Background: an optimization exercise with open tools, aiming at small area, a short achievable clock period and few clock cycles per item. Do not read the settings as production practice. In this exercise RTL edits were held to simulation tests only and were not proved equivalent to the original. Power and IR drop assume default switching activity.

`run.sh`:
```
#!/bin/bash
# synth_recipe.tcl (not shown) runs the flow's synth.tcl, then flattens the netlist and writes it again
# the make line also repeats each setting of config.mk as NAME=value (left out here)
make -C /OpenROAD-flow-scripts/flow DESIGN_CONFIG=/design/flow/config.mk WORK_HOME=/design/flow/orfs CLKGATE_MAP_FILE= SYNTH_SCRIPT=/design/flow/synth_recipe.tcl finish
```
`constraint.sdc`:
```
create_clock -name core_clock -period 13.0 [get_ports {clk}]
set_input_delay 2.6000 -clock core_clock [delete_from_list [all_inputs] [get_ports {clk}]]
set_output_delay 2.6000 -clock core_clock [all_outputs]
set_load 0.01 [all_outputs]
```
`config.mk`:
```
export PLATFORM = sky130hd
export DESIGN_NAME = mdu_top
export DESIGN_NICKNAME = mdu_top
export VERILOG_FILES = /design/flow/design.v
export SDC_FILE = /design/flow/constraint.sdc
export NUM_CORES = 4
export LEC_CHECK = 0
export ABC_AREA = 1
export ABC_CLOCK_PERIOD_IN_PS = 7000
export CAP_MARGIN = 30
export CORE_MARGIN = 2
export CORE_UTILIZATION = 40
export SETUP_SLACK_MARGIN = 5
export SLEW_MARGIN = 30
```
`design.v`:
```
package rv32i_types;
    typedef enum logic [2:0] {
        mult_op_mul    = 3'd0,
        mult_op_mulh   = 3'd1,
        mult_op_mulhsu = 3'd2,
        mult_op_mulhu  = 3'd3,
        mult_op_div    = 3'd4,
        mult_op_divu   = 3'd5,
        mult_op_rem    = 3'd6,
        mult_op_remu   = 3'd7
    } mult_ops;
endpackage
module mdu_thermo (
    input  logic [31:0] x,
    output logic [32:0] t
);
    logic [31:0] r;
    always_comb begin
        for (int i = 0; i < 32; i++) r[i] = x[31 - i];
        for (int d = 1; d < 32; d = d * 2)
            for (int i = 2 * d - 1; i < 32; i = i + 2 * d) r[i] = r[i] | r[i - d];
        for (int d = 16; d >= 1; d = d / 2)
            for (int i = 3 * d - 1; i < 32; i = i + 2 * d) r[i] = r[i] | r[i - d];
        t[32] = 1'b0;
        for (int i = 0; i < 32; i++) t[i] = r[31 - i];
    end
endmodule
module mdu_thermo_len #(parameter int W = 33, parameter int LW = 6) (
    input  logic [W-1:0]  t,
    output logic [LW-1:0] len
);
    always_comb begin
        len = '0;
        for (int i = 0; i < W; i++) begin
            if (t[i] && (i == W - 1 || !t[(i == W - 1) ? i : i + 1])) len = len | LW'(i + 1);
        end
    end
endmodule
module mdu_bk_add #(parameter int W = 32) (
    input  logic [W-1:0] a,
    input  logic [W-1:0] b,
    input  logic         cin,
    output logic [W-1:0] sum,
    output logic         cout
);
    logic [W-1:0] p, g, gg, pp;
    always_comb begin
        p  = a ^ b;
        g  = a & b;
        gg = g;
        pp = p;
        gg[0] = g[0] | (p[0] & cin);
        for (int d = 1; d < W; d = d * 2) begin
            for (int i = 2 * d - 1; i < W; i = i + 2 * d) begin
                gg[i] = gg[i] | (pp[i] & gg[i - d]);
                pp[i] = pp[i] & pp[i - d];
            end
        end
        for (int d = 1 << ($clog2(W) - 1); d >= 1; d = d / 2) begin
            for (int i = 3 * d - 1; i < W; i = i + 2 * d) begin
                gg[i] = gg[i] | (pp[i] & gg[i - d]);
                pp[i] = pp[i] & pp[i - d];
            end
        end
        sum[0] = p[0] ^ cin;
        for (int i = 1; i < W; i++) sum[i] = p[i] ^ gg[i-1];
        cout = gg[W-1];
    end
endmodule
module mdu_bk_inc #(parameter int W = 32) (
    input  logic [W-1:0] a,
    input  logic         cin,
    output logic [W-1:0] sum
);
    logic [W-1:0] pp;
    always_comb begin
        pp = a;
        pp[0] = a[0] & cin;
        for (int d = 1; d < W; d = d * 2) begin
            for (int i = 2 * d - 1; i < W; i = i + 2 * d)
                pp[i] = pp[i] & pp[i - d];
        end
        for (int d = 1 << ($clog2(W) - 1); d >= 1; d = d / 2) begin
            for (int i = 3 * d - 1; i < W; i = i + 2 * d)
                pp[i] = pp[i] & pp[i - d];
        end
        sum[0] = a[0] ^ cin;
        for (int i = 1; i < W; i++) sum[i] = a[i] ^ pp[i-1];
    end
endmodule
module mul_unit
(
    input  logic         clk,
    input  logic         rst,
    input  logic         in_valid,
    input  logic [2:0]   in_op,
    input  logic [31:0]  in_rs1,
    input  logic [31:0]  in_rs2,
    output logic         out_valid,
    output logic [31:0]  out_data
);
    localparam logic [1:0] S_IDLE  = 2'd0;
    localparam logic [1:0] S_SETUP = 2'd1;
    localparam logic [1:0] S_ITER  = 2'd2;
    localparam logic [1:0] S_OUT   = 2'd3;
    logic [1:0]  state;
    logic [31:0] H, L, M;
    logic [5:0]  kq;            
    logic [4:0]  cnt;           
    logic [4:0]  nb;            
    logic        is_div, minv, neg, sel_h;
    logic        op_div, signed_a, signed_b, sa, sb;
    assign op_div   = in_op[2];
    assign signed_a = (in_op == 3'd0) || (in_op == 3'd1) || (in_op == 3'd2) ||
                      (in_op == 3'd4) || (in_op == 3'd6);
    assign signed_b = (in_op == 3'd0) || (in_op == 3'd1) ||
                      (in_op == 3'd4) || (in_op == 3'd6);
    assign sa = signed_a & in_rs1[31];
    assign sb = signed_b & in_rs2[31];
    logic [31:0] va, vb;
    assign va = in_rs1 ^ {32{sa}};
    assign vb = in_rs2 ^ {32{sb}};
    logic [32:0] ta, tb, ta_over, tb_over, tm;
    mdu_thermo th_a (.x(va), .t(ta));
    mdu_thermo th_b (.x(vb), .t(tb));
    assign ta_over = sa ? {ta[31:0], 1'b1} : ta;
    assign tb_over = sb ? {tb[31:0], 1'b1} : tb;
    assign tm      = ta_over & tb_over;           
    logic        swap, div_short;
    assign swap      = |(tb_over & ~ta_over);     
    assign div_short = |(tb & ~ta_over);          
    logic [31:0] abs_a, abs_b;
    mdu_bk_inc #(.W(32)) inc_a (.a(va), .cin(sa), .sum(abs_a));
    mdu_bk_inc #(.W(32)) inc_b (.a(vb), .cin(sb), .sum(abs_b));
    logic [8:0]  tk4;
    logic [3:0]  k_mul;
    always_comb for (int j = 0; j <= 8; j++) tk4[j] = tm[4*j];
    mdu_thermo_len #(.W(9), .LW(4)) len_k (.t(tk4), .len(k_mul));
    logic [31:0] h_mul, m_mul;
    logic [4:0]  nb_mul;
    assign h_mul  = swap ? abs_a : abs_b;
    assign m_mul  = swap ? abs_b : abs_a;
    assign nb_mul = 5'({h_mul, 1'b0} >> {k_mul - 4'd1, 2'b00});
    logic [5:0]  la_over, lb;
    mdu_thermo_len #(.W(33), .LW(6)) len_a (.t(ta_over), .len(la_over));
    mdu_thermo_len #(.W(33), .LW(6)) len_b (.t(tb),      .len(lb));
    logic [6:0]  n_div;
    logic [4:0]  k_div;
    logic        in_dz;
    assign n_div = {1'b0, la_over} - {1'b0, lb} + 7'd1;
    assign k_div = (n_div >= 7'd32) ? 5'd16 : 5'((n_div[5:0] + 6'd1) >> 1);
    assign in_dz = (in_rs2 == 32'd0);
    function automatic logic [37:0] booth_pp(input logic [2:0] t, input logic [31:0] m);
        logic        one, two, ng;
        logic [35:0] mag;
        one = t[1] ^ t[0];
        two = t[2] ? (~t[1] & ~t[0]) : (t[1] & t[0]);
        ng  = t[2];
        mag = one ? {4'b0000, m} : (two ? {3'b000, m, 1'b0} : 36'd0);
        booth_pp = {{2{ng}}, mag ^ {36{ng}}};
    endfunction
    function automatic logic [75:0] csa(input logic [37:0] a, input logic [37:0] b,
                                        input logic [37:0] c);
        csa = {(a & b | a & c | b & c) << 1, a ^ b ^ c};
    endfunction
    logic [37:0] ph_raw, ph, pl, ol;
    logic [75:0] cs;
    assign ph_raw = booth_pp(nb[4:2], M);
    assign ph = {ph_raw[35:0], 2'b00};
    assign pl = booth_pp(nb[2:0], M);
    assign ol = {2'b00, L, 1'b0, nb[4], 1'b0, nb[2]};    
    assign cs = csa(ol, ph, pl);
    logic [33:0] x1, x2, y, s1;
    logic        q1, q2;
    logic [31:0] l1, l2;
    assign x1 = {1'b0, L, nb[4]};
    assign y  = {2'b11, M};
    assign s1 = x1 + y + 34'(minv);
    assign q1 = ~s1[33];
    assign l1 = q1 ? s1[31:0] : x1[31:0];
    logic [37:0] sa2, sb2, s2;
    assign x2  = {1'b0, l1, nb[3]};
    assign sa2 = is_div ? {4'b0000, x2} : cs[37:0];
    assign sb2 = is_div ? {4'b1111, y}  : cs[75:38];
    assign s2  = sa2 + sb2 + 38'(is_div & minv);
    assign q2  = ~s2[37];
    assign l2  = q2 ? s2[31:0] : x2[31:0];
    logic [31:0] below, below_next, used, hc;
    always_comb begin
        for (int i = 0; i < 32; i++) begin
            below[i]      = (i < 32'(kq));
            below_next[i] = (i < 32'(kq)) && (i + (is_div ? 2 : 4) < 32'(kq));
        end
    end
    assign used = below & ~below_next;
    assign hc   = H & ~used;
    logic [27:0] ones, zeros, h_pm;
    always_comb begin
        ones[0]  = 1'b1;
        zeros[0] = 1'b1;
        for (int i = 1; i < 28; i++) begin
            ones[i]  = ones[i-1] & hc[i-1];
            zeros[i] = zeros[i-1] & ~hc[i-1];
        end
    end
    assign h_pm = hc[27:0] ^ (s2[37] ? zeros : (s2[36] ? ones : 28'd0));
    logic [31:0] h_next, l_next;
    assign h_next = is_div ? {hc[29:0], q1, q2} : {h_pm, s2[35:32]};
    assign l_next = is_div ? l2 : s2[31:0];
    logic [5:0]  pn;
    logic [4:0]  nb_sel;
    assign pn     = (state == S_SETUP) ? kq : kq - (is_div ? 6'd2 : 6'd4);
    assign nb_sel = 5'({H, 5'b00000} >> pn);          
    logic [31:0] shr;
    assign shr = (kq == 6'd32) ? 32'd0 : (H >> kq[4:0]);
    logic [31:0] v;
    logic        cin_out;
    assign v         = sel_h ? H : L;
    assign cin_out   = (sel_h && !is_div) ? (L == 32'd0) : 1'b1;
    assign out_data  = neg ? (~v + 32'(cin_out)) : v;
    assign out_valid = (state == S_OUT) && in_valid;
    always_ff @(posedge clk) begin
        is_div <= op_div;
        if (op_div) begin
            kq    <= (in_dz || div_short) ? 6'd0 : {k_div, 1'b0};
            M     <= in_rs2 ^ {32{~sb}};
            minv  <= ~sb;
            neg   <= in_op[1] ? sa : (sa ^ sb) & ~in_dz;
            sel_h <= ~in_op[1];
        end else begin
            kq    <= {k_mul, 2'b00};
            M     <= m_mul;
            minv  <= 1'b0;
            neg   <= sa ^ sb;
            sel_h <= (in_op != 3'd0);
        end
    end
    always_ff @(posedge clk) begin
        unique case (state)
            S_SETUP: begin
                L <= shr;
                H <= H & below;
            end
            S_ITER: begin
                H <= h_next;
                L <= l_next;
            end
            default: begin
                if (op_div) begin
                    H <= in_dz ? 32'hFFFFFFFF : (div_short ? 32'd0 : abs_a);
                    L <= abs_a;
                end else begin
                    H <= h_mul;
                    L <= nb_mul[4] ? m_mul : 32'd0;
                end
            end
        endcase
        nb  <= (state == S_IDLE) ? nb_mul : {nb_sel[4:1], nb_sel[0] & (cnt != 5'd2)};
        cnt <= (state == S_ITER) ? cnt - 5'd1 : (op_div ? k_div : 5'(k_mul));
    end
    always_ff @(posedge clk) begin
        if (rst || !in_valid) begin
            state <= S_IDLE;
        end else begin
            unique case (state)
                S_IDLE: begin
                    if (op_div) state <= (in_dz || div_short) ? S_OUT : S_SETUP;
                    else        state <= (k_mul == 4'd0) ? S_OUT : S_ITER;
                end
                S_SETUP: state <= S_ITER;
                S_ITER:  if (cnt == 5'd1) state <= S_OUT;
                S_OUT:   state <= S_IDLE;
            endcase
        end
    end
endmodule
module mdu_top
(
    input  logic         clk,
    input  logic         rst,
    input  logic         in_valid,
    input  logic [2:0]   in_op,
    input  logic [31:0]  in_rs1,
    input  logic [31:0]  in_rs2,
    input  logic [31:0]  in_pc,
    input  logic [31:0]  in_inst,
    input  logic [4:0]   in_rd_addr,
    input  logic [4:0]   in_rs1_addr,
    input  logic [4:0]   in_rs2_addr,
    input  logic         in_regf_we,
    input  logic [4:0]   in_rob_idx,
    output logic         out_valid,
    output logic [31:0]  out_rd_data,
    output logic [31:0]  out_pc,
    output logic [31:0]  out_inst,
    output logic [4:0]   out_rd_addr,
    output logic [4:0]   out_rs1_addr,
    output logic [4:0]   out_rs2_addr,
    output logic         out_regf_we,
    output logic [4:0]   out_rob_idx
);
    mul_unit mul_inst (
        .clk      (clk),
        .rst      (rst),
        .in_valid (in_valid),
        .in_op    (in_op),
        .in_rs1   (in_rs1),
        .in_rs2   (in_rs2),
        .out_valid(out_valid),
        .out_data (out_rd_data)
    );
    assign out_pc       = in_pc;
    assign out_inst     = in_inst;
    assign out_rd_addr  = in_rd_addr;
    assign out_rs1_addr = in_rs1_addr;
    assign out_rs2_addr = in_rs2_addr;
    assign out_regf_we  = in_regf_we;
    assign out_rob_idx  = in_rob_idx;
endmodule
```
==> out/results.ini, run 1 <==
[synth]
synth_top_cell_area_share_pct = 13.1
synth.area.top_cells = nand2_1 (13%), dfxtp_1 (10%), o21ai_0 (9.1%)
yosysSeqAreaShare_pct = 10.1
synth_cell_types = 73
synthArstFlopShare_pct = 0
syn_area_per_cell_um2 = 5.95
syn-num-nets = 4222
synth_area_um2 = 23100
synth_flop_cell = dfxtp_1
netlist_instances = 3887
synth_edf_count = 0
yosysWarnings = 5
synth_top_cell_by_area = nand2_1
synth_seq_cells = 117

[routing]
ant_nets = 0
drc = 0
viasPerCell = 6.10
wirelength_um = 113000
routedWlPerCell_um = 24.7
drt_first_pass_iters = 8
drtIter0Drc = 3399
vias = 27879

[worst_setup_path]
crit_path_start_kind = input port
arrival_ns = 8.01
crit_path_end_kind = flip-flop
worstSetupPathType = input port to flip-flop
reg2reg_from = mul_inst.nb[4]$_DFF_P_
rr_worst_depth = 36
critPathCapture = mul_inst.L[6]$_DFF_P_
rrSetupSlack_ns = 5.55
cp_max_fo = 16
worstSetupStartpoint = in_rs2[31]
rr_endpoint = mul_inst.H[28]$_DFF_P_
worstPathRequired_ns = 13.29

[floorplanning]
start_util_pct = 40.2
rows = 88
core_um2 = 57500
io-pin-count = 273
die_y_um = 244
die_area_um2 = 59800
die_w_um = 244

[place]
post_dp_cell_area_um2 = 24000
place_congestion = 1.06
hpwl_um = 89900
dp.cells = 4522
pre_cts_ws_ns = 3.39
port_buffers = 102

[pwr]
power_frac_comb_pct = 82.3
p_total_mw = 7.56
seqPwrFrac_pct = 11.3
intPower_mw = 2.81
clkPwrFrac_pct = 6.3
peakVddDrop_mv = 0.197
p_leak_nw = 11.4
switching_power_mw = 4.75
powerDensity_nw_per_um2 = 302
sw_frac_of_total_pct = 62.8

[clock_tree]
cts_tree = yes
insertion_delay_ns = 0.44
cts_max_path_buffers = 2
cts_sinks = 117
clkSlewWorstSetupHoldPaths_ns = 0.06
cts.hold.buffers_added = 0
cts_buffers = 17
htree_levels = 4
root_buffer = clkbuf_16

[sta]
period_needed_ns = 7.72
fmax_mhz = 130
slew_violations = 0
slew_headroom_pct = 29.5
tns_ns = 0
finalCritPeriodShare_pct = 59.4
setup_ws_ns = 5.28
worstMarginPinSlew_ns = 1.05
setup_viol = 0
finClkSkew_ns = 0.0134
hold_violations = 0
grt_setup_unrepaired = yes
whs_ns = 0.468

[finish]
synthToLayoutAreaGrowth_pct = 8.40
utilization_pct = 43.6
n_antenna_cell = 0
fin_nets = 4131
instances_no_fill = 4574
stdcell_area_um2 = 25100
layout-drive-gt1-share_pct = 6.98

[job]
max_cap_violations = 0

[global_route]
grt_max_degree = 103
grt_pass1_vias = 25284
grt-ovfl-total = 0
antenna_found_initial = 1
track_usage_pct = 36.3
grt_pass1_wl_um = 164000

[hold_path]
holdPathStages = 2
holdCritPathClass = flip-flop to flip-flop

[status]
outcome = no timing/DRC/antenna violations

[power groups by stage]
stage	registers, mW	clock network [mW]	logic, mW
floorplan	0.632	0	4.23
global placement	0.842	0	5.98
detailed placement	0.836	0	5.95
CTS	0.829	0.482	6.01
global route	0.849	0.501	6.80
finish	0.858	0.479	6.22
[flip-flops by register name, indices dropped and copies added, names as in the netlist]
register         cells
mul_inst.H          32
mul_inst.L          32
mul_inst.M          32
mul_inst.cnt         5
mul_inst.is_div      1
mul_inst.kq          5
mul_inst.minv        1
mul_inst.nb          5
mul_inst.neg         1
mul_inst.sel_h       1
mul_inst.state       2
[cell usage in the layout, fill, tap and decap left out, types with 24 or more instances in the layout]
cell type        Yosys  layout
a21oi_1            261     256
a221oi_1            24      24
a31oi_1             43      43
buf_4               96      48
clkdlybuf4s50_1      0      99
dfxtp_1            117     111
fa_1                38      38
ha_1               142     142
inv_1              406     402
nand2_1            807     804
nand3_1            248     247
nand4_1             89      89
nor2_1             332     329
nor3_1              38      32
nor4_1              34      31
o211ai_1            34      34
o21ai_0            422     416
o21bai_1            36      36
o221ai_1            25      24
or2_2               40      40
xnor2_1             49      49
xor2_1             154     154
[synthesized netlist by cell type, types with 89 or more instances]
cell type,count
a21oi_1,261
buf_4,96
clkbuf_1,135
dfxtp_1,117
ha_1,142
inv_1,406
nand2_1,807
nand3_1,248
nand4_1,89
nor2_1,332
o21ai_0,422
xor2_1,154
[routing by layer]
layer / track usage (%) / vias to the layer above / part of all wire [%]
li1: - / 12933 / -
met1: 48.8 / 12877 / 41
met2: 55.3 / 1766 / 42
met3: 5.07 / 303 / 10
met4: 21.0 / 0 / 6.9
met5: 0 / - / 0
[logic make-up (layout without fill, tap and decap cells)]
| kind of cell | Yosys count | after routing | synth area share (%) |
|---|---|---|---|
| simple gates | 1660 | 1667 | 31.6 |
| compound gates | 997 | 997 | 25.4 |
| buf+inv | 714 | 629 | 13.4 |
| xor+xnor | 205 | 205 | 7.83 |
| fa+ha+maj | 180 | 180 | 11.0 |
| flops | 117 | 117 | 10.1 |
| mux | 14 | 14 | 0.606 |
[what timing repair did]
action	CTS	global route
gates cloned	3	5
buffers inserted	4	8
pin swaps	3	8
resized for setup	26	51
setup endpoints to repair	98	77
[worst min-delay path by stage]
| stage | slack (ns) | startpoint | end |
|---|---|---|---|
| detailed placement | 0.46 | mul_inst.cnt[3]$_DFF_P_ | mul_inst.cnt[3]$_DFF_P_ |
| CTS | 0.47 | mul_inst.cnt[3]$_DFF_P_ | mul_inst.cnt[3]$_DFF_P_ |
| global route | 0.50 | mul_inst.cnt[3]$_DFF_P_ | mul_inst.cnt[3]$_DFF_P_ |
| finish | 0.47 | mul_inst.cnt[3]$_DFF_P_ | mul_inst.cnt[3]$_DFF_P_ |
| floorplan | 0.44 | mul_inst.cnt[3]$_DFF_P_ | mul_inst.cnt[3]$_DFF_P_ |
| global placement | 0.47 | mul_inst.cnt[3]$_DFF_P_ | mul_inst.cnt[3]$_DFF_P_ |
[final cells by class]
class / instances / area, um^2
fill: 6440 / 32400
multi-input combinational: 3063 / 18000
sequential: 117 / 2350
inverter: 443 / 1690
timing repair buffer: 154 / 1470
tap: 765 / 957
clock buffer: 19 / 453
clock inverter: 13 / 148
[worst max-delay path, stage by stage]
cell and delay, ns:
dlygate4sd2_1 0.57, nand3_4 0.26, buf_4 0.26, or2_2 0.30, nand2_1 0.22, nor3_2 0.10, nand2_2 0.14, inv_2 0.08
nand2_2 0.17, clkinv_4 0.12, nand2_4 0.13, inv_2 0.08, nand2_1 0.09, nor2_1 0.07, nor2_1 0.12, clkinv_1 0.11
nand2_1 0.09, nand3_2 0.40, inv_4 0.34, ha_1 0.29, clkinvlp_4 0.26, nor2_1 0.13, inv_2 0.15, nor2_1 0.07
nor2_2 0.36, nand2_4 0.23, nand4_1 0.14, a21oi_1 0.07
Testbench counts, summed over its fixed seeds: cycles 142,920, ops 24,000.
==> run 2: changes to the inputs <==
--- a/config.mk
+++ b/config.mk
@@ -6,9 +6,8 @@
 export NUM_CORES = 4
 export LEC_CHECK = 0
 export ABC_AREA = 1
-export ABC_CLOCK_PERIOD_IN_PS = 7000
 export CAP_MARGIN = 30
 export CORE_MARGIN = 2
-export CORE_UTILIZATION = 40
+export CORE_UTILIZATION = 55
 export SETUP_SLACK_MARGIN = 5
 export SLEW_MARGIN = 30
==> out/results.ini, run 2 <==
[status]
outcome = no timing/DRC/antenna violations

[synth]
synth_cell_types = 73
synth_top_cells_by_count = nand2_1 (807), o21ai_0 (422), inv_1 (406), nor2_1 (332), a21oi_1 (261)
syn-num-nets = 4222
yosysWarnings = 5
synth_top_cell_area_share_pct = 13.1
syn_area_per_cell_um2 = 5.95
synth_top_cell_by_area = nand2_1
synth_seq_cells = 117
yosys.cell_count.top_type = nand2_1
yosysSeqAreaShare_pct = 10.1
netlist_instances = 3887
synthArstFlopShare_pct = 0
synth.area.top_cells = nand2_1 (13%), dfxtp_1 (10%), o21ai_0 (9.1%)
synth_flop_cell = dfxtp_1
synth_edf_count = 0
synth_area_um2 = 23100

[finish]
multi_input_area_um2 = 18000
fillers = 4097
largestRegisters = mul_inst.H: 32 flops, mul_inst.L: 32 flops, mul_inst.M: 32 flops
fin_nets = 4145
final_cell_mix = nand2_1 (804), o21ai_0 (416), inv_1 (400), nor2_1 (331), a21oi_1 (259)
layout_commonest_cell = nand2_1
stdcell_area_um2 = 24900
synthToLayoutAreaGrowth_pct = 7.88
layout-drive-gt1-share_pct = 7.06
register_area_um2 = 2350

[routing]
viasPerCell = 6.68
drc = 0
ant_nets = 0
wirelength_um = 111000
drtIter0Drc = 5244
vias = 29154
routedWlPerCell_um = 25.3
drt_first_pass_iters = 9

[clock_tree]
cts_buffers = 17
cts_max_path_buffers = 2
cts_tree = yes
root_buffer = clkbuf_16
htree_levels = 4
insertion_delay_ns = 0.44
clkSlewWorstSetupHoldPaths_ns = 0.06
cts_sinks = 117

[place]
post_dp_cell_area_um2 = 23700
hpwl_um = 86000
place_congestion = 1.17
port_buffers = 102
pre_cts_ws_ns = 3.68

[worst_setup_path]
rrSetupSlack_ns = 5.42
rr_worst_depth = 31
critPathCapture = mul_inst.cnt[3]$_DFF_P_
rr_endpoint = mul_inst.L[9]$_DFF_P_
cpMaxStageDelayCell = dlygate4sd2_1
worstSetupPathType = input port to flip-flop
cp_max_fo = 8
max_stage_delay_ns = 0.62
arrival_ns = 8.16
worstPathRequired_ns = 13.30
critPathMostFrequentCell = nand2_1
crit_path_start_kind = input port
worstSetupStartpoint = in_rs2[31]
reg2reg_from = mul_inst.nb[2]$_DFF_P_
crit_path_end_kind = flip-flop

[sta]
setup_viol = 0
slew_violations = 0
period_needed_ns = 7.86
grt_setup_unrepaired = yes
finalCritPeriodShare_pct = 60.5
whs_ns = 0.473
fmax_mhz = 127
worstMarginPinSlew_ns = 1.11
tns_ns = 0
finClkSkew_ns = 0.0112
hold_violations = 0
setup_ws_ns = 5.14
slew_headroom_pct = 25.2

[pwr]
peakVddDrop_mv = 0.202
powerDensity_nw_per_um2 = 314
p_total_mw = 7.84
p_leak_nw = 11.5

[global_route]
track_usage_pct = 47.9
antenna_found_initial = 4
grt-ovfl-total = 0
grt_pass1_wl_um = 160000
grt_pass1_vias = 26193
grt_max_degree = 93

[floorplanning]
die_area_um2 = 43700
io-pin-count = 273
die_y_um = 209
core_um2 = 41800
start_util_pct = 55.4
die_w_um = 209
rows = 75

[hold_path]
holdCritPathClass = flip-flop to flip-flop
hp-start = mul_inst.cnt[3]$_DFF_P_

[job]
max_cap_violations = 0

-- run 2: cell types whose count changed in the layout (fill, tap and decap cells not counted), moves of 3 or more --
cell | previous run | this run
a21oi_1 | 256 | 259
inv_4 | 7 | 3
a21oi_2 | 5 | 2
nor3_2 | 10 | 7
inv_2 | 20 | 24
bufinv_16 | 2 | 5
buf_4 | 48 | 58
clkinvlp_4 | 5 | 9
nor3_1 | 32 | 36
diode_2 | 0 | 3
-- run 2: worst min-delay path by stage --
| stage | endpoint | cells past startpoint |
|---|---|---|
| floorplan | mul_inst.cnt[3]$_DFF_P_ | 2 |
| detailed placement | mul_inst.cnt[3]$_DFF_P_ | 2 |
| finish | mul_inst.cnt[3]$_DFF_P_ | 2 |
| CTS | mul_inst.cnt[3]$_DFF_P_ | 2 |
| global route | mul_inst.cnt[3]$_DFF_P_ | 2 |
| global placement | mul_inst.cnt[3]$_DFF_P_ | 2 |
-- run 2: worst max-delay path, delay by kind of cell --
kind | cells | cell delay, ns
AOI/OAI and AO/OA | 2 | 0.31
and+or+nand+nor | 17 | 2.79
xor gates and xnor gates | 1 | 0.24
buffers and inverters | 6 | 1.19
adders and majority gates | 3 | 0.98
-- run 2: logic make-up after synthesis --
kind of cell,share of synthesized area (%)
adder cells (fa/ha/maj),11.0
AO/OA/AOI/OAI,25.4
XOR/XNOR,7.83
buffers and inverters,13.4
multiplexers,0.606
flip-flops,10.1
AND/OR/NAND/NOR,31.6
-- run 2: cell type report --
class,instances,area share [%]
timing repair inverter,1,0.0301
clock buffer,20,1.83
sequential,117,9.41
inverter,443,6.80
timing repair buffer,166,6.24
antenna,3,0.0301
tap,539,2.70
multi-input combinational,3064,72.1
clock inverter,12,0.807
-- run 2: layer usage --
layer	GRT usage, %	up-vias	share of wire, %
li1	-	12979	-
met1	59.8	13302	36
met2	71.5	2311	41
met3	13.1	556	14
met4	33.0	6	8.6
met5	0	-	0.088
-- run 2: what timing repair did --
action,4_1_cts,5_1_grt
buffers inserted,0,20
hold buffers,0,0
setup endpoints to repair,87,91
gates resized for setup,22,54
gates cloned,3,7
pin swaps,1,8
-- run 2: power breakdown --
group          internal, mW  switching [mW]  total, mW
clock network         0.349           0.182      0.532
logic                  2.06            4.42       6.47
registers             0.498           0.336      0.834
-- run 2: per-stage QoR --
step,util (%),std cells
global placement,56.8,4298
finish,59.7,4365
floorplan,-,3887
global route,59.7,4362
detailed placement,56.8,4298
CTS,58.6,4333
==> run 3: changes to the inputs <==
--- a/config.mk
+++ b/config.mk
@@ -8,6 +8,8 @@
 export ABC_AREA = 1
 export CAP_MARGIN = 30
 export CORE_MARGIN = 2
-export CORE_UTILIZATION = 55
+export CORE_UTILIZATION = 45
+export CTS_BUF_LIST = sky130_fd_sc_hd__clkbuf_4 sky130_fd_sc_hd__clkbuf_8
+export CTS_CLUSTER_SIZE = 30
 export SETUP_SLACK_MARGIN = 5
 export SLEW_MARGIN = 30
==> out/results.ini, run 3 <==
[place]
dp.cells = 4443
port_buffers = 102
pre_cts_ws_ns = 3.38
post_dp_cell_area_um2 = 23900
hpwl_um = 91700
place_congestion = 1.04

[routing]
drc = 0
vias = 28110
viasPerCell = 6.25
drtIter0Drc = 3840
routedWlPerCell_um = 25.6
ant_nets = 0
drt_first_pass_iters = 6
wirelength_um = 115000

[worst_setup_path]
arrival_ns = 8.07
critPathCapture = mul_inst.cnt[4]$_DFF_P_
worstSetupStartpoint = in_op[0]
rr_worst_depth = 29
reg2reg_from = mul_inst.nb[2]$_DFF_P_
worstPathRequired_ns = 13.37
rrSetupSlack_ns = 5.42
rr_endpoint = mul_inst.H[19]$_DFF_P_
crit_path_start_kind = input port
worstSetupPathType = input port to flip-flop
crit_path_end_kind = flip-flop
cp_max_fo = 8

[clock_tree]
insertion_delay_ns = 0.50
cts_buffers = 17
cts_tree = yes
cts_max_path_buffers = 2
htree_levels = 4
clkSlewWorstSetupHoldPaths_ns = 0.09
root_buffer = clkbuf_8
cts_sinks = 117

[synth]
synthArstFlopShare_pct = 0
yosys.cell_count.top_type = nand2_1
syn-num-nets = 4222
synth_top_cell_by_area = nand2_1
synth_top_cell_area_share_pct = 13.1
synth_top_cells_by_count = nand2_1 (807), o21ai_0 (422), inv_1 (406), nor2_1 (332), a21oi_1 (261)
yosysSeqAreaShare_pct = 10.1
yosysWarnings = 5
synth_edf_count = 0
synth_flop_cell = dfxtp_1
netlist_instances = 3887
synth.area.top_cells = nand2_1 (13%), dfxtp_1 (10%), o21ai_0 (9.1%)
synth_seq_cells = 117
synth_area_um2 = 23100
syn_area_per_cell_um2 = 5.95
synth_cell_types = 73

[pwr]
p_total_mw = 7.63
peakVddDrop_mv = 0.164
p_leak_nw = 11.3
powerDensity_nw_per_um2 = 307

[global_route]
grt_pass1_wl_um = 166000
antenna_found_initial = 2
track_usage_pct = 41.7
grt_max_degree = 85
grt_pass1_vias = 25621
grt-ovfl-total = 0

[finish]
largestRegisters = mul_inst.H: 32 flops, mul_inst.L: 32 flops, mul_inst.M: 32 flops
fin_nets = 4136
layout-drive-gt1-share_pct = 6.97
layout_commonest_cell = nand2_1
utilization_pct = 48.6
final_cell_mix = nand2_1 (803), o21ai_0 (418), inv_1 (399), nor2_1 (330), a21oi_1 (259)
synthToLayoutAreaGrowth_pct = 7.37
stdcell_area_um2 = 24800
instances_no_fill = 4495

[status]
outcome = no timing/DRC/antenna violations

[sta]
slew_violations = 0
finalCritPeriodShare_pct = 59.3
fmax_mhz = 130
hold_violations = 0
worstMarginPinSlew_ns = 0.930
setup_ws_ns = 5.29
finClkSkew_ns = 0.0224
setup_viol = 0
slew_headroom_pct = 37.3
grt_setup_unrepaired = no
period_needed_ns = 7.71
whs_ns = 0.474
tns_ns = 0

[floorplanning]
die_y_um = 231
die_area_um2 = 53200
die_w_um = 231
rows = 83
start_util_pct = 45.3
io-pin-count = 273
core_um2 = 51100

[hold_path]
holdCritPathClass = flip-flop to flip-flop

[job]
max_cap_violations = 0

==> run 3: cell count changes in the layout (fill, tap and decap cells not counted), moves of 3 or more <==
cell,before,now
o21ai_1,22,19
buf_4,58,49
clkbuf_16,18,1
clkbuf_8,2,18
==> run 3: worst min-delay path by stage <==
| stage | start | to | depth (start not counted) |
|---|---|---|---|
| CTS | mul_inst.cnt[3]$_DFF_P_ | mul_inst.cnt[3]$_DFF_P_ | 2 |
| finish | mul_inst.cnt[3]$_DFF_P_ | mul_inst.cnt[3]$_DFF_P_ | 2 |
| global placement | mul_inst.cnt[3]$_DFF_P_ | mul_inst.cnt[3]$_DFF_P_ | 2 |
| floorplan | mul_inst.cnt[3]$_DFF_P_ | mul_inst.cnt[3]$_DFF_P_ | 2 |
| global route | mul_inst.cnt[3]$_DFF_P_ | mul_inst.cnt[3]$_DFF_P_ | 2 |
| detailed placement | mul_inst.cnt[3]$_DFF_P_ | mul_inst.cnt[3]$_DFF_P_ | 2 |
==> run 3: critical path: stages <==
cell and delay (ns):
clkdlybuf4s50_1 0.60, nand2_4 0.17, nand3_4 0.23, buf_4 0.21, xor2_1 0.49, nor2_1 0.18, nand2_1 0.11, nor3_2 0.05
nand2_2 0.16, nor2_1 0.11, inv_1 0.14, nor2_1 0.07, nor3_1 0.26, nand4_1 0.15, nor4_1 0.68, ha_1 0.39
ha_1 0.29, nand3_1 0.09, nand2_1 0.08, nand2_1 0.08, nand2_1 0.07, a21oi_1 0.07, or2_2 0.30, a21boi_4 0.18
o21ai_0 0.14, nand3_1 0.08, o21ai_0 0.08
==> run 3: kinds of logic after synthesis <==
logic type / share of synthesized area (%)
AND/OR/NAND/NOR: 31.6
AO/OA/AOI/OAI: 25.4
buffers and inverters: 13.4
XOR/XNOR: 7.83
adder cells (fa/ha/maj): 11.0
flip-flops: 10.1
multiplexers: 0.606
==> run 3: final cells by class <==
class | count | area, um^2
Multi-Input combinational cell | 3065 | 18000
Timing Repair Buffer | 156 | 1500
Clock buffer | 18 | 248
Timing Repair inverter | 1 | 5.00
Fill cell | 5744 | 26300
Antenna cell | 1 | 2.50
Inverter | 443 | 1700
Clock inverter | 14 | 199
Sequential cell | 117 | 2350
Tap cell | 680 | 851
==> run 3: repair_timing <==
| action | 4_1_cts | 5_1_grt |
|---|---|---|
| hold buffers | 0 | 0 |
| gates cloned | 3 | 8 |
| setup endpoints to repair | 89 | 75 |
| setup buffers | 0 | 8 |
| gates resized for setup | 29 | 48 |
| pin swaps | 1 | 8 |
==> run 3: metal layers <==
layer  GRT usage, %  routed length, um
met1           55.3              46900
met2           62.4              48300
met3           8.56              11900
met4           24.1               7910
met5              0                 18
==> run 3: power breakdown <==
part           leakage [nW]  switching [mW]  total (mW)  internal (mW)
registers             0.984           0.346       0.843          0.497
logic                  10.1            4.33        6.39           2.06
clock network         0.212           0.175       0.390          0.215
==> run 4: changes to the inputs <==
--- a/config.mk
+++ b/config.mk
@@ -8,7 +8,7 @@
 export ABC_AREA = 1
 export CAP_MARGIN = 30
 export CORE_MARGIN = 2
-export CORE_UTILIZATION = 45
+export CORE_UTILIZATION = 40
 export CTS_BUF_LIST = sky130_fd_sc_hd__clkbuf_4 sky130_fd_sc_hd__clkbuf_8
 export CTS_CLUSTER_SIZE = 30
 export SETUP_SLACK_MARGIN = 5
==> out/results.ini, run 4 <==
[clock_tree]
htree_levels = 4
clkSlewWorstSetupHoldPaths_ns = 0.08
cts_sinks = 117
insertion_delay_ns = 0.48
root_buffer = clkbuf_8
cts_max_path_buffers = 2
cts_buffers = 17
cts_tree = yes

[synth]
yosysWarnings = 5
synth-simple-area-share_pct = 31.6
synth_top_family_by_area = simple AND/OR/NAND/NOR gates
yosys.area_share.xor_xnor_pct = 7.83
synth_edf_count = 0
synth_flop_cell = dfxtp_1
synth_cell_types = 73
syn-num-nets = 4222
synth.area.top_cells = nand2_1 (13%), dfxtp_1 (10%), o21ai_0 (9.1%)
synthArstFlopShare_pct = 0
syn_area_per_cell_um2 = 5.95
synth-compound-area-share_pct = 25.4
synth_seq_cells = 117
synth_top_cell_by_area = nand2_1
yosysSeqAreaShare_pct = 10.1
synth_top_cells_by_count = nand2_1 (807), o21ai_0 (422), inv_1 (406), nor2_1 (332), a21oi_1 (261)
yosys.cell_count.top_type = nand2_1
synth_top_cell_area_share_pct = 13.1
synth_area_um2 = 23100
synthMuxAreaShare_pct = 0.606
synth_fa_ha_area_share_pct = 11.0
netlist_instances = 3887

[routing]
drtIter0Drc = 3456
drc = 0
drt_first_pass_iters = 6
ant_nets = 0
viasPerCell = 6.09
vias = 27862
routedWlPerCell_um = 24.5
wirelength_um = 112000

[pwr]
intPower_mw = 2.70
seqPwrFrac_pct = 11.5
clkPwrFrac_pct = 4.8
p_leak_nw = 11.3
power_frac_comb_pct = 83.7
switching_power_mw = 4.73
p_total_mw = 7.42
powerDensity_nw_per_um2 = 299
peakVddDrop_mv = 0.201
sw_frac_of_total_pct = 63.7

[status]
outcome = no timing/DRC/antenna violations

[worst_setup_path]
rrSetupSlack_ns = 5.49
worstSetupPathType = input port to flip-flop
worstSetupStartpoint = in_rs1[31]
rr_worst_depth = 36
crit_path_end_kind = flip-flop
critPathCapture = mul_inst.cnt[4]$_DFF_P_
rr_endpoint = mul_inst.H[28]$_DFF_P_
reg2reg_from = mul_inst.nb[4]$_DFF_P_
worstPathRequired_ns = 13.35
crit_path_start_kind = input port
cp_max_fo = 13
arrival_ns = 8.02

[finish]
utilization_pct = 43.2
final_cell_mix = nand2_1 (804), o21ai_0 (416), inv_1 (402), nor2_1 (329), a21oi_1 (256)
fin_nets = 4130
layout-drive-gt1-share_pct = 6.99
largestRegisters = mul_inst.H: 32 flops, mul_inst.L: 32 flops, mul_inst.M: 32 flops
layout_commonest_cell = nand2_1
fillers = 6474
synthToLayoutAreaGrowth_pct = 7.49

[floorplanning]
io-pin-count = 273
rows = 88
die_area_um2 = 59800
die_y_um = 244
start_util_pct = 40.2
core_um2 = 57500
die_w_um = 244

[sta]
worstMarginPinSlew_ns = 0.977
hold_violations = 0
setup_viol = 0
slew_headroom_pct = 34.2
finClkSkew_ns = 0.0210
period_needed_ns = 7.67
slew_violations = 0
whs_ns = 0.471
setup_ws_ns = 5.33
fmax_mhz = 130
grt_setup_unrepaired = yes
tns_ns = 0
finalCritPeriodShare_pct = 59.0

[job]
max_cap_violations = 0

[global_route]
antenna_found_initial = 2
grt_max_degree = 103
grt_pass1_vias = 25285
grt_pass1_wl_um = 163000
grt-ovfl-total = 0
track_usage_pct = 36.2

[hold_path]
hp-start = mul_inst.cnt[3]$_DFF_P_
holdCritPathClass = flip-flop to flip-flop

[place]
place_congestion = 1.06
hpwl_um = 89900
pre_cts_ws_ns = 3.39
port_buffers = 102

run 4: cell counts after synthesis:
Identical to the previous run, type by type.
run 4: how the worst min path moves through the flow:
stage / to / slack, ns / cells past startpoint
finish: mul_inst.cnt[3]$_DFF_P_ / 0.47 / 2
global route: mul_inst.cnt[3]$_DFF_P_ / 0.50 / 2
CTS: mul_inst.cnt[3]$_DFF_P_ / 0.47 / 2
detailed placement: mul_inst.cnt[3]$_DFF_P_ / 0.46 / 2
global placement: mul_inst.cnt[3]$_DFF_P_ / 0.47 / 2
floorplan: mul_inst.cnt[3]$_DFF_P_ / 0.44 / 2
run 4: kinds of logic after synthesis:
kind of cell             count (synthesis)
adder cells (fa/ha/maj)                180
buffers and inverters                  714
AO/OA/AOI/OAI                          997
AND/OR/NAND/NOR                       1660
XOR/XNOR                               205
multiplexers                            14
flip-flops                             117
run 4: per-layer routing:
metal	vias to the layer above	part of all wire, %	global-route usage, %
met5	-	0	0
met1	12882	41	48.4
li1	12928	-	-
met2	1726	42	55.0
met3	326	10	5.08
met4	0	7.1	21.7
run 4: stage by stage:
| step | area, um^2 | cells |
|---|---|---|
| floorplan | 23100 | 3887 |
| global placement | 24000 | 4522 |
| detailed placement | 24000 | 4522 |
| CTS | 24500 | 4560 |
| global route | 24900 | 4574 |
| finish | 24900 | 4575 |
run 4: critical path: stages:
cell and delay [ns]:
clkdlybuf4s50_1 0.75, nand2_4 0.23, nand2_1 0.22, nand2_1 0.13
nor2_1 0.17, nand3_1 0.21, nor2_4 0.24, nand2_1 0.14
a21oi_4 0.26, nor2_1 0.12, nor4_1 0.27, nand3_1 0.18
nor3_2 0.28, nand2_1 0.07, a2111o_1 0.33, ha_1 0.20
ha_1 0.21, fa_1 0.40, a21oi_1 0.15, o21ai_0 0.11
xnor2_1 0.16, a21boi_4 0.24, o21ai_0 0.15, nand3_1 0.09
o21ai_0 0.09
run 4: final cells by class:
cell class                      count  area, um^2  area share [%]
Antenna cell                        2        5.00          0.0201
Clock buffer                       19         262            1.05
Clock inverter                     13         148           0.594
Inverter                          443        1690            6.78
Multi-Input combinational cell   3063       18000            72.5
Sequential cell                   117        2350            9.45
Tap cell                          765         957            3.85
Timing Repair Buffer              153        1440            5.79
run 4: what timing repair did:
action / 4_1_cts / 5_1_grt
resized for setup: 25 / 50
hold buffers: 0 / 0
buffers inserted: 4 / 8
pin swaps: 2 / 9
setup endpoints to repair: 98 / 82
gates cloned: 2 / 5
run 4: power by group through the flow:
stage               registers [mW]  logic (mW)  clock network [mW]
global route                 0.848        6.79               0.371
CTS                          0.828        6.01               0.354
finish                       0.855        6.21               0.353
detailed placement           0.836        5.95                   0
global placement             0.842        5.98                   0
floorplan                    0.632        4.23                   0
==> run 5: changes to the inputs <==
--- a/config.mk
+++ b/config.mk
@@ -5,7 +5,6 @@
 export SDC_FILE = /design/flow/constraint.sdc
 export NUM_CORES = 4
 export LEC_CHECK = 0
-export ABC_AREA = 1
 export CAP_MARGIN = 30
 export CORE_MARGIN = 2
 export CORE_UTILIZATION = 40
==> out/results.ini, run 5 <==
[clock_tree]
cts_buffers = 17
insertion_delay_ns = 0.49
cts_tree = yes
clkSlewWorstSetupHoldPaths_ns = 0.08
root_buffer = clkbuf_8
htree_levels = 4
cts_sinks = 117
cts_max_path_buffers = 2

[status]
outcome = no timing/DRC/antenna violations

[sta]
finalCritPeriodShare_pct = 59.7
hold_violations = 0
tns_ns = 0
worstMarginPinSlew_ns = 1.04
period_needed_ns = 7.77
setup_viol = 0
slew_violations = 0
slew_headroom_pct = 30.2
finClkSkew_ns = 0.0144
fmax_mhz = 129
grt_setup_unrepaired = no

[synth]
synthMuxAreaShare_pct = 11.2
syn-num-nets = 3674
synth-compound-area-share_pct = 27.6
synthArstFlopShare_pct = 0
yosys.area_share.xor_xnor_pct = 9.83
synth_fa_ha_area_share_pct = 10.7
yosysSeqAreaShare_pct = 9.92
synth_seq_cells = 117
yosys.cell_count.top_type = nor2_1
synth-simple-area-share_pct = 22.2
synth_top_cells_by_count = nor2_1 (321), nand2_1 (320), a21oi_1 (238), xnor2_1 (211), o21ai_0 (200)
synth_top_family_by_area = compound AO/OA/AOI/OAI gates
synth.area.top_cells = dfxtp_1 (9.9%), xnor2_1 (7.8%), ha_1 (7.5%)
synth_area_um2 = 23600
synth_cell_types = 95
syn_area_per_cell_um2 = 7.07
synth_top_cell_by_area = dfxtp_1
synth_edf_count = 0
synth_top_cell_area_share_pct = 9.92
netlist_instances = 3339
yosysWarnings = 5
synth_flop_cell = dfxtp_1

[pwr]
powerDensity_nw_per_um2 = 286
p_leak_nw = 10.1
peakVddDrop_mv = 0.170

[place]
dp.cells = 3956
port_buffers = 102
place_congestion = 1.06
hpwl_um = 87100

[hold_path]
holdCritPathClass = flip-flop to flip-flop

[global_route]
grt_max_degree = 68
grt-ovfl-total = 0
grt_pass1_wl_um = 163000
grt_pass1_vias = 24314
antenna_found_initial = 1
top_usage_layer = met2
track_usage_pct = 35.7
grt_use_met2_pct = 53.8
grtUsageMet1_pct = 46.9
grt_util_met3_pct = 5.81

[routing]
wirelength_um = 112000
ant_nets = 0
routedWlPerCell_um = 27.9
drc = 0
drtIter0Drc = 3553
viasPerCell = 6.63
drt_first_pass_iters = 9
vias = 26622

[finish]
instances_no_fill = 4015
final_cell_mix = nand2_1 (317), nor2_1 (312), a21oi_1 (235), xnor2_1 (206), o21ai_0 (193)
fin_nets = 3563
layout_commonest_cell = nand2_1
largestRegisters = mul_inst.H: 32 flops, mul_inst.L: 32 flops, mul_inst.M: 32 flops
synthToLayoutAreaGrowth_pct = 9.49
layout-drive-gt1-share_pct = 10.6
utilization_pct = 44.1

[job]
max_cap_violations = 0

[worst_setup_path]
crit_path_start_kind = input port
crit_path_end_kind = flip-flop
arrival_ns = 8.16
worstSetupPathType = input port to flip-flop
cp_max_fo = 39
worstPathRequired_ns = 13.39

[floorplanning]
io-pin-count = 273
start_util_pct = 40.3
die_w_um = 247
die_area_um2 = 61000
die_y_um = 247
core_um2 = 58700
rows = 89

-- run 5: cell types whose count changed after synthesis, moves of 130 or more --
cell	previous run	this run
nand3_1	248	94
inv_1	406	104
xnor2_1	49	211
mux2i_1	14	144
nand2_1	807	320
o21ai_0	422	200
-- run 5: cell families (layout without fill, tap and decap cells) --
logic type               Yosys count  count (layout)
AND/OR/NAND/NOR                 1114            1114
AO/OA/AOI/OAI                    989             989
buffers and inverters            439             341
XOR/XNOR                         265             265
multiplexers                     235             235
adder cells (fa/ha/maj)          180             180
flip-flops                       117             117
other                              0               1
-- run 5: metrics by stage --
step                      worst slack (ns)  power, mW  cell area [um^2]  hold WS (ns)
after floorplan                       5.06       4.93             23600         0.471
after global placement                3.28       6.68             24600         0.501
after detailed placement              3.14       6.63             24700         0.520
after CTS                             5.01       7.17             25400         0.529
after global routing                  4.98       7.93             25900         0.551
final                                 5.23       7.39             25900         0.523
-- run 5: what timing repair did --
| item | 4_1_cts | 5_1_grt |
|---|---|---|
| setup buffers | 8 | 15 |
| gates cloned | 0 | 3 |
| hold buffers | 0 | 0 |
| pin swaps | 4 | 8 |
| hold endpoints to repair | 0 | 0 |
| setup endpoints to repair | 80 | 73 |
| gates resized for setup | 56 | 53 |
-- run 5: path summary, 6_finish.rpt --
| check | from | end | slack (ns) | cells past startpoint |
|---|---|---|---|---|
| worst max-delay path | in_rs2[13] | mul_inst.nb[1]$_DFF_P_ | 5.23 | 14 |
| worst max register to register | mul_inst.nb[4]$_DFF_P_ | mul_inst.H[23]$_DFF_P_ | 5.35 | 29 |
| worst min-delay path | mul_inst.cnt[0]$_DFF_P_ | mul_inst.cnt[0]$_DFF_P_ | 0.52 | 1 |
| worst min register to register | mul_inst.cnt[0]$_DFF_P_ | mul_inst.cnt[0]$_DFF_P_ | 0.52 | 1 |
-- run 5: power by group --
group | switching [mW] | internal [mW] | leakage [nW] | total, mW
Clock | 0.174 | 0.241 | 0.237 | 0.414
Combinational | 3.72 | 2.50 | 8.85 | 6.22
Sequential | 0.279 | 0.477 | 0.984 | 0.756
Total | 4.17 | 3.22 | 10.1 | 7.39
-- run 5: layer usage --
| metal | share of wire [%] | vias to the layer above |
|---|---|---|
| met5 | 0.011 | - |
| met4 | 7.6 | 2 |
| met3 | 9.6 | 352 |
| met2 | 42 | 1703 |
| met1 | 40 | 12625 |
| li1 | - | 11940 |
-- run 5: worst max-delay path: stages --
cell             delay (ns)
clkdlybuf4s50_1        0.68
or4_1                  0.69
a211oi_1               0.41
o22ai_1                0.28
nor3_1                 0.44
nor2_1                 0.09
nor4_1                 0.54
nand3_2                0.34
nor2_4                 0.37
buf_4                  0.49
mux2i_1                0.38
mux2i_1                0.13
mux4_1                 0.53
a22o_1                 0.19
-- run 5: area by class of cell --
| type | instances | area (um^2) |
|---|---|---|
| inverters | 109 | 423 |
| fillers | 6088 | 32800 |
| well taps | 773 | 967 |
| diodes | 1 | 2.50 |
| clock inverters | 12 | 199 |
| clock buffers | 20 | 269 |
| flip-flops and latches | 117 | 2350 |
| repair buffers | 200 | 1890 |
| multi-input cells | 2783 | 19800 |
==> run 6: changes to the inputs <==
--- a/config.mk
+++ b/config.mk
@@ -5,10 +5,12 @@
 export SDC_FILE = /design/flow/constraint.sdc
 export NUM_CORES = 4
 export LEC_CHECK = 0
+export ABC_AREA = 1
 export CAP_MARGIN = 30
 export CORE_MARGIN = 2
 export CORE_UTILIZATION = 40
 export CTS_BUF_LIST = sky130_fd_sc_hd__clkbuf_4 sky130_fd_sc_hd__clkbuf_8
 export CTS_CLUSTER_SIZE = 30
+export PLACE_DENSITY = 0.7
 export SETUP_SLACK_MARGIN = 5
 export SLEW_MARGIN = 30
==> out/results.ini, run 6 <==
[clock_tree]
cts_sinks = 117
insertion_delay_ns = 0.49
htree_levels = 4
cts_tree = yes
cts_buffers = 17
clkSlewWorstSetupHoldPaths_ns = 0.08
root_buffer = clkbuf_8
cts_max_path_buffers = 2

[worst_setup_path]
cp_max_fo = 41
worstSetupPathType = input port to flip-flop
crit_path_start_kind = input port
arrival_ns = 8.15
worstPathRequired_ns = 13.35
crit_path_end_kind = flip-flop

[place]
hpwl_um = 89500
port_buffers = 102
dp.cells = 4516
place_congestion = 1.11

[synth]
synth_top_cells_by_count = nand2_1 (807), o21ai_0 (422), inv_1 (406), nor2_1 (332), a21oi_1 (261)
synth_top_cell_by_area = nand2_1
yosysWarnings = 5
synth_flop_cell = dfxtp_1
synthArstFlopShare_pct = 0
synth_edf_count = 0
yosysSeqAreaShare_pct = 10.1
netlist_instances = 3887
yosys.cell_count.top_type = nand2_1
synth_top_cell_area_share_pct = 13.1
syn_area_per_cell_um2 = 5.95
synth_seq_cells = 117
synth_cell_types = 73
synth_area_um2 = 23100
syn-num-nets = 4222
synth.area.top_cells = nand2_1 (13%), dfxtp_1 (10%), o21ai_0 (9.1%)

[floorplanning]
rows = 88
die_area_um2 = 59800
die_w_um = 244
start_util_pct = 40.2
die_y_um = 244
core_um2 = 57500
io-pin-count = 273

[sta]
fmax_mhz = 128
slew_headroom_pct = 30.5
setup_viol = 0
tns_ns = 0
finClkSkew_ns = 0.0193
period_needed_ns = 7.80
slew_violations = 0
whs_ns = 0.468
grt_setup_unrepaired = no
finalCritPeriodShare_pct = 60.0
hold_violations = 0
worstMarginPinSlew_ns = 1.03

[global_route]
track_usage_pct = 36.1
grt_pass1_vias = 25507
grt_max_degree = 71
grt-ovfl-total = 0
grt_pass1_wl_um = 163000
antenna_found_initial = 5

[finish]
fin_nets = 4123
instances_no_fill = 4570
layout_commonest_cell = nand2_1
largestRegisters = mul_inst.H: 32 flops, mul_inst.L: 32 flops, mul_inst.M: 32 flops
final_cell_mix = nand2_1 (803), o21ai_0 (417), inv_1 (402), nor2_1 (331), a21oi_1 (257)
layout-drive-gt1-share_pct = 6.66
synthToLayoutAreaGrowth_pct = 7.33

[pwr]
peakVddDrop_mv = 0.218
p_leak_nw = 11.3
powerDensity_nw_per_um2 = 307

[job]
max_cap_violations = 0

[routing]
drt_first_pass_iters = 7
vias = 28127
drc = 0
routedWlPerCell_um = 24.5
viasPerCell = 6.15
drtIter0Drc = 3509
wirelength_um = 112000
ant_nets = 0

[status]
outcome = no timing/DRC/antenna violations

[hold_path]
holdCritPathClass = flip-flop to flip-flop

[run 6: cell types whose count changed after synthesis, moves of 130 or more]
cell	before	now
o21ai_0	200	422
xnor2_1	211	49
nand3_1	94	248
inv_1	104	406
mux2i_1	144	14
nand2_1	320	807
[run 6: per-stage QoR]
step           total power, mW  util (%)  instance area (um^2)  setup slack, ns
6_report                  7.61      43.2                 24800             5.20
5_1_grt                   8.15      43.2                 24800             5.00
3_3_place_gp              6.89      41.6                 23900             3.46
2_1_floorplan             4.86         -                 23100             6.19
3_5_place_dp              6.85      41.6                 23900             3.33
4_1_cts                   7.28      42.7                 24600             5.05
[run 6: final cells by class]
class | count | area [um^2]
multi-input cells | 3064 | 18000
fillers | 6328 | 32700
repair inverters | 1 | 5.00
flip-flops and latches | 117 | 2350
well taps | 765 | 957
inverters | 443 | 1700
clock buffers | 18 | 248
repair buffers | 144 | 1380
diodes | 4 | 10.0
clock inverters | 14 | 176
[run 6: repair_timing]
item | 4_1_cts | 5_1_grt
endpoints found under the setup margin | 102 | 84
resized for setup | 36 | 38
hold buffers | 0 | 0
pin swaps | 2 | 8
cloned | 4 | 5
setup buffers | 4 | 5
[run 6: per-layer routing]
metal	routed length [um]	GRT usage, %	vias up
li1	-	-	12919
met1	44200	46.5	12958
met2	47000	54.7	1831
met3	11700	6.35	417
met4	9110	25.1	2
met5	13	0	-
[run 6: cells by family after synthesis]
kind of cell	share of synthesized area, %
simple gates	31.6
flops	10.1
compound gates	25.4
mux	0.606
fa+ha+maj	11.0
buf+inv	13.4
xor+xnor	7.83
[run 6: final timing paths]
check                               start                      end  slack [ns]  depth (start not counted)
hold / removal    mul_inst.cnt[3]$_DFF_P_  mul_inst.cnt[3]$_DFF_P_        0.47                          2
setup / recovery                 in_op[2]  mul_inst.cnt[4]$_DFF_P_        5.20                         25
hold reg to reg   mul_inst.cnt[3]$_DFF_P_  mul_inst.cnt[3]$_DFF_P_        0.47                          2
setup reg to reg   mul_inst.nb[2]$_DFF_P_   mul_inst.H[18]$_DFF_P_        5.47                         28
[run 6: report_power, final]
part / switching (mW) / internal (mW)
Sequential: 0.353 / 0.497
Clock: 0.184 / 0.197
Combinational: 4.34 / 2.04
[run 6: worst max-delay path: stages]
cell,delay [ns]
buf_12,0.15
inv_12,0.17
buf_12,0.22
nand2_2,0.18
nand3_4,0.19
buf_4,0.14
xor2_1,0.31
inv_1,0.18
o21ai_0,0.33
o21ai_0,0.23
a2111oi_1,0.59
o2111ai_1,0.28
nor3_1,0.62
ha_1,0.35
ha_1,0.35
a21oi_1,0.19
nand2_1,0.07
nand2_1,0.09
nand2_1,0.06
a21oi_1,0.14
nand2_1,0.12
a21boi_4,0.21
o21ai_0,0.15
nand3_1,0.09
o21ai_0,0.08
==> run 7: changes to the inputs <==
--- a/config.mk
+++ b/config.mk
@@ -11,6 +11,6 @@
 export CORE_UTILIZATION = 40
 export CTS_BUF_LIST = sky130_fd_sc_hd__clkbuf_4 sky130_fd_sc_hd__clkbuf_8
 export CTS_CLUSTER_SIZE = 30
-export PLACE_DENSITY = 0.7
 export SETUP_SLACK_MARGIN = 5
 export SLEW_MARGIN = 30
+export TNS_END_PERCENT = 20
==> out/results.ini, run 7 <==
[place]
pre_cts_ws_ns = 3.39
post_dp_cell_area_um2 = 24000
place_congestion = 1.06
hpwl_um = 89900
dp.cells = 4522
port_buffers = 102

[routing]
ant_nets = 0
drt_first_pass_iters = 6
drtIter0Drc = 3525
routedWlPerCell_um = 24.5
drc = 0
viasPerCell = 6.10
wirelength_um = 112000
vias = 27898

[global_route]
grt_pass1_vias = 25285
track_usage_pct = 36.2
antenna_found_initial = 2
grt_max_degree = 103
grt-ovfl-total = 0
grt_pass1_wl_um = 163000

[synth]
synth.area.top_cells = nand2_1 (13%), dfxtp_1 (10%), o21ai_0 (9.1%)
synthArstFlopShare_pct = 0
syn-num-nets = 4222
synth_flop_cell = dfxtp_1
yosys.cell_count.top_type = nand2_1
yosysWarnings = 5
yosysSeqAreaShare_pct = 10.1
synth_cell_types = 73
synth_top_cell_by_area = nand2_1
synth_area_um2 = 23100
netlist_instances = 3887
synth_top_cells_by_count = nand2_1 (807), o21ai_0 (422), inv_1 (406), nor2_1 (332), a21oi_1 (261)
synth_seq_cells = 117
synth_top_cell_area_share_pct = 13.1
synth_edf_count = 0
syn_area_per_cell_um2 = 5.95

[floorplanning]
die_w_um = 244
die_y_um = 244
die_area_um2 = 59800
start_util_pct = 40.2
rows = 88
core_um2 = 57500
io-pin-count = 273

[worst_setup_path]
cp_max_fo = 12
crit_path_start_kind = input port
arrival_ns = 8.32
worstSetupPathType = input port to flip-flop
worstPathRequired_ns = 13.35
max_stage_delay_ns = 0.80
crit_path_end_kind = flip-flop
rrSetupSlack_ns = 5.48
cpMaxStageDelayCell = nor4_1

[clock_tree]
insertion_delay_ns = 0.47
cts_sinks = 117
cts_buffers = 17
cts_tree = yes
root_buffer = clkbuf_8
htree_levels = 4
clkSlewWorstSetupHoldPaths_ns = 0.08
cts_max_path_buffers = 2

[sta]
slew_violations = 0
fmax_mhz = 125
finalCritPeriodShare_pct = 61.3
slew_headroom_pct = 31.6
tns_ns = 0
period_needed_ns = 7.97
setup_viol = 0
finClkSkew_ns = 0.0180
hold_violations = 0
grt_setup_unrepaired = yes
setup_ws_ns = 5.03
worstMarginPinSlew_ns = 1.02
whs_ns = 0.471

[finish]
largestRegisters = mul_inst.H: 32 flops, mul_inst.L: 32 flops, mul_inst.M: 32 flops
fin_nets = 4130
layout_commonest_cell = nand2_1
instances_no_fill = 4575
final_cell_mix = nand2_1 (805), o21ai_0 (416), inv_1 (402), nor2_1 (329), a21oi_1 (256)
synthToLayoutAreaGrowth_pct = 7.35
stdcell_area_um2 = 24800
layout-drive-gt1-share_pct = 6.93
utilization_pct = 43.2

[status]
outcome = no timing/DRC/antenna violations

[pwr]
p_total_mw = 7.41
powerDensity_nw_per_um2 = 299
p_leak_nw = 11.3
peakVddDrop_mv = 0.199

[hold_path]
holdCritPathClass = flip-flop to flip-flop

[job]
max_cap_violations = 0

## run 7: final cells by class
cell class / instances / area [um^2]
Antenna cell: 2 / 5.00
Tap cell: 765 / 957
Clock inverter: 13 / 148
Sequential cell: 117 / 2350
Timing Repair Buffer: 153 / 1440
Clock buffer: 19 / 262
Inverter: 443 / 1690
Multi-Input combinational cell: 3063 / 18000
Fill cell: 6474 / 32600
## run 7: power breakdown
| group | total, mW | switching, mW | internal [mW] | leakage [nW] |
|---|---|---|---|---|
| Sequential | 0.856 | 0.358 | 0.498 | 0.984 |
| Clock | 0.352 | 0.169 | 0.182 | 0.195 |
| Combinational | 6.21 | 4.19 | 2.01 | 10.1 |
| Total | 7.41 | 4.72 | 2.69 | 11.3 |
## run 7: timing repair
item	in CTS	in global routing
setup buffers	4	8
hold buffers	0	0
cloned	2	5
setup endpoints to repair	98	82
resized for setup	25	44
pin swaps	2	7
## run 7: kinds of logic after synthesis
family | after synthesis | share of synthesized area (%)
flops | 117 | 10.1
fa+ha+maj | 180 | 11.0
mux | 14 | 0.606
compound gates | 997 | 25.4
xor+xnor | 205 | 7.83
simple gates | 1660 | 31.6
buf+inv | 714 | 13.4
## run 7: critical path: cells and delay by family
family / cells / cell delay (ns)
AOI/OAI and AO/OA: 4 / 0.55
adders and majority gates: 2 / 0.70
buffers and inverters: 4 / 0.93
and+or+nand+nor: 19 / 3.50
## run 7: worst paths after layout
path	startpoint	end	depth (start not counted)
worst min-delay path	mul_inst.cnt[3]$_DFF_P_	mul_inst.cnt[3]$_DFF_P_	2
worst max-delay path	in_op[1]	mul_inst.cnt[4]$_DFF_P_	29
worst max register to register	mul_inst.nb[4]$_DFF_P_	mul_inst.H[28]$_DFF_P_	36
worst min register to register	mul_inst.cnt[3]$_DFF_P_	mul_inst.cnt[3]$_DFF_P_	2
## run 7: layer usage
| metal | vias to the layer above | GRT usage [%] | share of wire, % |
|---|---|---|---|
| li1 | 12935 | - | - |
| met1 | 12942 | 48.4 | 41 |
| met5 | - | 0 | 0 |
| met2 | 1711 | 55.0 | 42 |
| met3 | 310 | 5.08 | 9.6 |
| met4 | 0 | 21.7 | 7.0 |
==> run 8: changes to the inputs <==
--- a/config.mk
+++ b/config.mk
@@ -11,6 +11,6 @@
 export CORE_UTILIZATION = 40
 export CTS_BUF_LIST = sky130_fd_sc_hd__clkbuf_4 sky130_fd_sc_hd__clkbuf_8
 export CTS_CLUSTER_SIZE = 30
+export GPL_ROUTABILITY_DRIVEN = 0
 export SETUP_SLACK_MARGIN = 5
 export SLEW_MARGIN = 30
-export TNS_END_PERCENT = 20
==> out/results.ini, run 8 <==
[worst_setup_path]
crit_path_start_kind = input port
max_stage_delay_ns = 0.41
worstPathRequired_ns = 13.33
arrival_ns = 8.04
worstSetupStartpoint = in_op[2]
worstSetupPathType = input port to flip-flop
cp_max_fo = 40
cpMaxStageDelayCell = fa_1
reg2reg_from = mul_inst.nb[4]$_DFF_P_
path_delay_family = simple AND/OR/NAND/NOR gates
path_buf_inv = 6
crit_path_end_kind = flip-flop

[synth]
yosys.cell_count.top_type = nand2_1
yosysWarnings = 5
synth.area.top_cells = nand2_1 (13%), dfxtp_1 (10%), o21ai_0 (9.1%)
netlist_instances = 3887
synth_flop_cell = dfxtp_1
synth_seq_cells = 117
yosysSeqAreaShare_pct = 10.1
syn-num-nets = 4222
synth_edf_count = 0
synth_cell_types = 73
syn_area_per_cell_um2 = 5.95
synthArstFlopShare_pct = 0
synth_area_um2 = 23100
synth_top_cell_area_share_pct = 13.1
synth_top_cells_by_count = nand2_1 (807), o21ai_0 (422), inv_1 (406), nor2_1 (332), a21oi_1 (261)
synth_top_cell_by_area = nand2_1

[sta]
finalCritPeriodShare_pct = 59.3
hold_violations = 0
grt_setup_unrepaired = no
whs_ns = 0.467
slew_violations = 0
setup_viol = 0
slew_headroom_pct = 36.4
tns_ns = 0
fmax_mhz = 130
worstMarginPinSlew_ns = 0.952
period_needed_ns = 7.71
finClkSkew_ns = 0.0235

[routing]
ant_nets = 0
wirelength_um = 106000
viasPerCell = 6.09
drtIter0Drc = 4432
drc = 0
routedWlPerCell_um = 23.1
vias = 27813
drt_first_pass_iters = 7

[pwr]
p_leak_nw = 11.3
powerDensity_nw_per_um2 = 300
peakVddDrop_mv = 0.168

[finish]
register_area_um2 = 2350
layout_commonest_cell = nand2_1
fillers = 6319
final_cell_mix = nand2_1 (803), o21ai_0 (418), inv_1 (400), nor2_1 (331), a21oi_1 (257)
largestRegisters = mul_inst.H: 32 flops, mul_inst.L: 32 flops, mul_inst.M: 32 flops
stdcell_area_um2 = 24800
multi_input_area_um2 = 18000
layout-drive-gt1-share_pct = 6.76
synthToLayoutAreaGrowth_pct = 7.31
utilization_pct = 43.2
fin_nets = 4127

[global_route]
track_usage_pct = 33.9
grt_pass1_wl_um = 154000
grt-ovfl-total = 0
grt_pass1_vias = 24783
antenna_found_initial = 3
grt_max_degree = 67

[place]
port_buffers = 102
hpwl_um = 83500
post_dp_cell_area_um2 = 23900

[clock_tree]
root_buffer = clkbuf_8
clkSlewWorstSetupHoldPaths_ns = 0.08
cts_tree = yes
cts_buffers = 17
cts_max_path_buffers = 2
cts.hold.buffers_added = 0
htree_levels = 4
cts_sinks = 117
insertion_delay_ns = 0.48

[status]
outcome = no timing/DRC/antenna violations

[floorplanning]
die_y_um = 244
core_um2 = 57500
die_w_um = 244
start_util_pct = 40.2
die_area_um2 = 59800
io-pin-count = 273
rows = 88

[job]
max_cap_violations = 0

[hold_path]
holdCritPathClass = flip-flop to flip-flop
hp-start = mul_inst.cnt[3]$_DFF_P_

## run 8: repair_timing
item | in CTS | in global routing
gates cloned | 4 | 3
endpoints found under the setup margin | 77 | 74
setup buffers | 0 | 15
gates resized for setup | 29 | 46
pin swaps | 2 | 6
## run 8: cells by family after synthesis
kind of cell	share of synthesized area [%]
adders and majority gates	11.0
muxes	0.606
AOI/OAI and AO/OA	25.4
DFF	10.1
and+or+nand+nor	31.6
buffers and inverters	13.4
xor gates and xnor gates	7.83
## run 8: worst paths after layout
check / endpoint / slack [ns] / cells past startpoint
hold / removal: mul_inst.cnt[3]$_DFF_P_ / 0.47 / 2
setup reg to reg: mul_inst.L[25]$_DFF_P_ / 5.54 / 38
hold reg to reg: mul_inst.cnt[3]$_DFF_P_ / 0.47 / 2
setup / recovery: mul_inst.cnt[4]$_DFF_P_ / 5.29 / 32
## run 8: layer usage
metal	share of wire (%)	routed length (um)	GRT usage (%)	up-vias
li1	-	-	-	12926
met1	40	42200	45.9	12541
met2	41	43000	49.9	1941
met3	12	12700	5.94	403
met4	7.2	7640	20.4	2
met5	0.010	11	0	-
## run 8: worst min-delay path, cell delays in order, from the launching register on
cell	delay, ns
dfxtp_1	0.31
o31ai_1	0.06
a32oi_1	0.05
## run 8: where the power goes
part           leakage, nW  internal (mW)  switching [mW]
logic                 10.1           2.05            4.23
clock network        0.181          0.165           0.163
registers            0.984          0.498           0.345
total                 11.3           2.71            4.74
## run 8: final cells by class
class,instances,share of cell area [%]
Clock buffer,22,1.14
Inverter,443,6.81
Timing Repair inverter,1,0.0202
Sequential cell,117,9.48
Clock inverter,9,0.323
Tap cell,765,3.86
Timing Repair Buffer,151,5.93
Antenna cell,1,0.0101
Multi-Input combinational cell,3061,72.4
## run 8: per-stage QoR
| stage | instances | worst slack (ns) | power [mW] |
|---|---|---|---|
| after CTS | 4550 | 5.09 | 7.11 |
| after detailed placement | 4515 | 3.62 | 6.73 |
| after floorplan | 3887 | 6.19 | 4.86 |
| final | 4570 | 5.29 | 7.45 |
| after global routing | 4570 | 5.00 | 8.00 |
| after global placement | 4514 | 3.52 | 6.76 |

afterwards: timing with drivers on the ports:
In the flow no input, the clock included, has a driving cell. The finished layouts below were timed again as built, in two steps. Step 1: set_driving_cell puts a clkbuf_16 on clk and a buf_2 on each other input, an assumption about the parent block. Step 2 adds t to the input delays and takes it off the output delays; t is the mean of the earliest and latest rising clock arrival at the registers after step 1. Input paths then give back, and output paths get back, about the clock's delay inside the block. Three values: no drivers, after step 1, after step 2; two values: the first two.
run	shift t [ns]	setup WS [ns]	worst setup path at the end	clock arrival spread, ns	slew at the worst register clock pin (ns)
run 1	0.492	5.280 / 5.322 / 4.830	input to register	0.013 / 0.014	0.06 / 0.06
run 2	0.494	5.138 / 5.171 / 4.676	input to register	0.011 / 0.011	0.06 / 0.06
run 3	0.538	5.294 / 5.275 / 4.737	input to register	0.023 / 0.023	0.09 / 0.09
run 4	0.524	5.332 / 5.352 / 4.841	input to register	0.021 / 0.021	0.09 / 0.09
run 5	0.549	5.234 / 5.270 / 4.721	input to register	0.015 / 0.014	0.09 / 0.09
run 6	0.542	5.200 / 5.207 / 4.665	input to register	0.019 / 0.019	0.09 / 0.09
run 7	0.520	5.026 / 5.055 / 4.535	input to register	0.018 / 0.018	0.09 / 0.09
run 8	0.518	5.292 / 5.255 / 4.737	input to register	0.024 / 0.024	0.09 / 0.09
After both steps every run listed still meets setup and hold. For run 3, which loses most, drivers alone change the setup slack by -0.019 ns; drivers and shift together by -0.557 ns.
